What follows belongs to an exercise in optimizing a design on an open flow for small area; a production flow would make more cautious choices. In this exercise RTL edits were held to simulation tests only and were not proved equivalent to the original. Power figures rest on the tool's default switching activity, not on a simulated workload.

==> inputs of indigo <==
==> flow/design.v (excerpt) <==
module pmod_7seg9_3 #(
    parameter CLK_FREQ = 2_000_000,
    parameter TICK_CYCLES = CLK_FREQ / 1000,
    parameter DEBOUNCE_CYCLES = CLK_FREQ / 500
)(
   input wire clk,
   input wire reset,        
   input wire rst,          
   output wire tm_clk,
   output wire tm_din,
   output wire debug_led
);
==> module pmod_7seg9_3, before the edit <==
module pmod_7seg9_3 #(
    parameter CLK_FREQ = 2_000_000,
    parameter TICK_CYCLES = CLK_FREQ / 1000,
    parameter DEBOUNCE_CYCLES = CLK_FREQ / 500
)(
   input wire clk,
   input wire reset,        
   input wire rst,          
   output wire tm_clk,
   output wire tm_din,
   output wire debug_led
);
localparam HALF = TICK_CYCLES / 2;      
localparam MW = 10;                      
localparam [MW-1:0] M0 = (1 << MW) - HALF;    
reg [3:0] u_th, u_hu, u_te, u_on;
reg half;
reg [MW-1:0] m;
reg run;
reg local_rst;
wire press_edge;
wire [3:0] step;
wire [7:0] tx_byte;
debounce #(.CNT_20MS(DEBOUNCE_CYCLES)) db_inst(clk, reset, rst, press_edge);
ctl_7seg9 m1(.step(step), .up({u_th, u_hu, u_te, u_on}), .byte_out(tx_byte));
tm1640 ic1(.clk(clk), .rst(reset | local_rst), .data_in(tx_byte), .step(step),
           .tm_clk(tm_clk), .tm_din(tm_din));
wire m_last = &m;
wire tick = half & (m == {{(MW-1){1'b1}}, 1'b0});
assign debug_led = run & half;
always @(posedge clk) begin
  if (reset) begin
    local_rst <= 0;
    run <= 1'b0;
    half <= 1'b0;
    m <= M0 - 1'b1;
    u_th <= 0; u_hu <= 0; u_te <= 0; u_on <= 0;
  end else begin
    local_rst <= run & tick;
    if (press_edge) run <= ~run;
    if (run) begin
        m <= m_last ? M0 : m + 1'b1;
        if (m_last) half <= ~half;
        if (tick) begin
            if (u_on == 9) begin
                u_on <= 0;
                if (u_te == 9) begin
                    u_te <= 0;
                    if (u_hu == 9) begin
                        u_hu <= 0;
                        u_th <= (u_th == 9) ? 4'd0 : u_th + 1'b1;
                    end else u_hu <= u_hu + 1'b1;
                end else u_te <= u_te + 1'b1;
            end else u_on <= u_on + 1'b1;
        end
    end
  end
end
endmodule
make LEC_CHECK=0 CAP_MARGIN=20 CORE_MARGIN=2 CORE_UTILIZATION=40 PLACE_DENSITY=0.6 SLEW_MARGIN=20 finish   # period 10.0 ns
run.sh (not shown) runs the stock make flow with config.mk's settings and CLKGATE_MAP_FILE= SYNTH_SCRIPT=/design/flow/synth_recipe.tcl, a recipe that flattens the netlist after the stock synthesis.
==> inputs of harbor, as changes to indigo <==
Settings changed: CORE_UTILIZATION 40 to 70, CTS_BUF_LIST set to sky130_fd_sc_hd__clkbuf_4, CTS_CLUSTER_DIAMETER set to 500, CTS_CLUSTER_SIZE set to 50, PLACE_DENSITY 0.6 to 0.8.
==> inputs of ember, as changes to indigo <==
--- a/flow/design.v
+++ b/flow/design.v
@@ -150,8 +150,5 @@
 );
-localparam HALF = TICK_CYCLES / 2;      
-localparam MW = 10;                      
-localparam [MW-1:0] M0 = (1 << MW) - HALF;    
+localparam CW = 11;   
 reg [3:0] u_th, u_hu, u_te, u_on;
-reg half;
-reg [MW-1:0] m;
+reg [CW-1:0] count;
 reg run;
@@ -165,5 +162,4 @@
            .tm_clk(tm_clk), .tm_din(tm_din));
-wire m_last = &m;
-wire tick = half & (m == {{(MW-1){1'b1}}, 1'b0});
-assign debug_led = run & half;
+wire tick = (count == TICK_CYCLES - 1);
+assign debug_led = run & (count > TICK_CYCLES / 2);
 always @(posedge clk) begin
@@ -172,4 +168,3 @@
     run <= 1'b0;
-    half <= 1'b0;
-    m <= M0 - 1'b1;
+    count <= 0;
     u_th <= 0; u_hu <= 0; u_te <= 0; u_on <= 0;
@@ -179,5 +174,4 @@
     if (run) begin
-        m <= m_last ? M0 : m + 1'b1;
-        if (m_last) half <= ~half;
         if (tick) begin
+            count <= TICK_CYCLES;
             if (u_on == 9) begin
@@ -192,3 +186,6 @@
             end else u_on <= u_on + 1'b1;
-        end
+        end else if (count == TICK_CYCLES)
+            count <= 1;
+        else
+            count <= count + 1'b1;
     end
==> flow_summary_export.csv <==
group,metric,value,unit
timing,holdWs,0.4027,ns
layout,reg_top3,"db_inst.stable_cnt x12, m x10",
cts,clock_latency,0.41,ns
yosys,ys_seq_area_share,33.47,%
grt,grt_use_met3,7.540,%
timing,finalCritPeriodShare,40.68,%
outcome,status,"no timing/DRC/antenna violations",
critical_path,cp.arrival,4.43,ns
place,postPlaceCellArea,0.003631,mm2
grt,grt_util_met1,34.54,%
die,die_h,75.60,um
layout,final_cell_count_no_fill,510,
The numbers above come from harbor.

==> flow_summary_export.csv <==
group,metric,value,unit
outcome,status,"no timing/DRC/antenna violations",
layout,reg_top3,"db_inst.stable_cnt x12, count x11",
yosys,synthTopCellsByCount,"60 x dfxtp_1, 55 x nor2_1, 44 x nand2_1",
yosys,ys_seq_area_share,32.72,%
die,tap_cells,108,
grt,grt_util_met1,20.70,%
die,die_h,99.80,um
critical_path,cp.arrival,4.68,ns
cts,clock_latency,0.34,ns
layout,final_cell_count_no_fill,573,
yosys,synthTopCellsByArea,"dfxtp_1 33%, nor2_1 5.6%, ha_1 5.5%, nand2_1 4.5%, o21ai_0 4.2%",
timing,holdWs,0.3875,ns
pwr,comb-power,167,uW
grt,grt_use_met3,2.507,%
hold_path,whs_path_depth,1,
place,postPlaceCellArea,0.003770,mm2
pwr,power_switching,249.7,uW
The numbers above come from ember.

==> flow_summary_export.csv <==
group,metric,value,unit
yosys,ys_seq_area_share,33.47,%
layout,seq_area,0.001201,mm2
grt,grt_use_met3,3.050,%
outcome,status,"no timing/DRC/antenna violations",
timing,finalCritPeriodShare,40.43,%
place,postPlaceCellArea,0.003679,mm2
layout,reg_top3,"db_inst.stable_cnt x12, m x10",
die,die_h,98.72,um
layout,final_cell_count_no_fill,547,
cts,clock_latency,0.33,ns
timing,holdWs,0.3965,ns
critical_path,cp.arrival,4.32,ns
The numbers above come from indigo.

-- re-timing with driven ports --
How much do the figures lean on ideal ports? The routed layouts below were timed once more, with nothing changed but the port constraints. Step 1 assumes that a clkbuf_16 drives the clock port and a buf_2 every other input. Step 2, shift: input delay + t, output delay - t, t = (earliest + latest rising clock arrival at the registers) / 2. This alone moves slack from input paths to output paths. a / b / c = no drivers / after step 1 / after step 2; a / b = the first two.
run | t (ns) | setup WS [ns] | worst setup path after step 2 | worst register clock-pin slew, ns | worst data-port slew with drivers (ns)
indigo | 0.357 | 5.957 / 5.957 / 5.759 | input to register | 0.07 / 0.07 | 0.03
harbor | 0.430 | 5.932 / 5.932 / 5.773 | input to register | 0.12 / 0.12 | 0.03
ember | 0.367 | 5.597 / 5.597 / 5.597 | register to register | 0.08 / 0.08 | 0.03
After both steps every run listed still meets setup and hold. For indigo, which loses most, drivers alone change the setup slack by 0.000 ns; drivers and shift together by -0.198 ns.
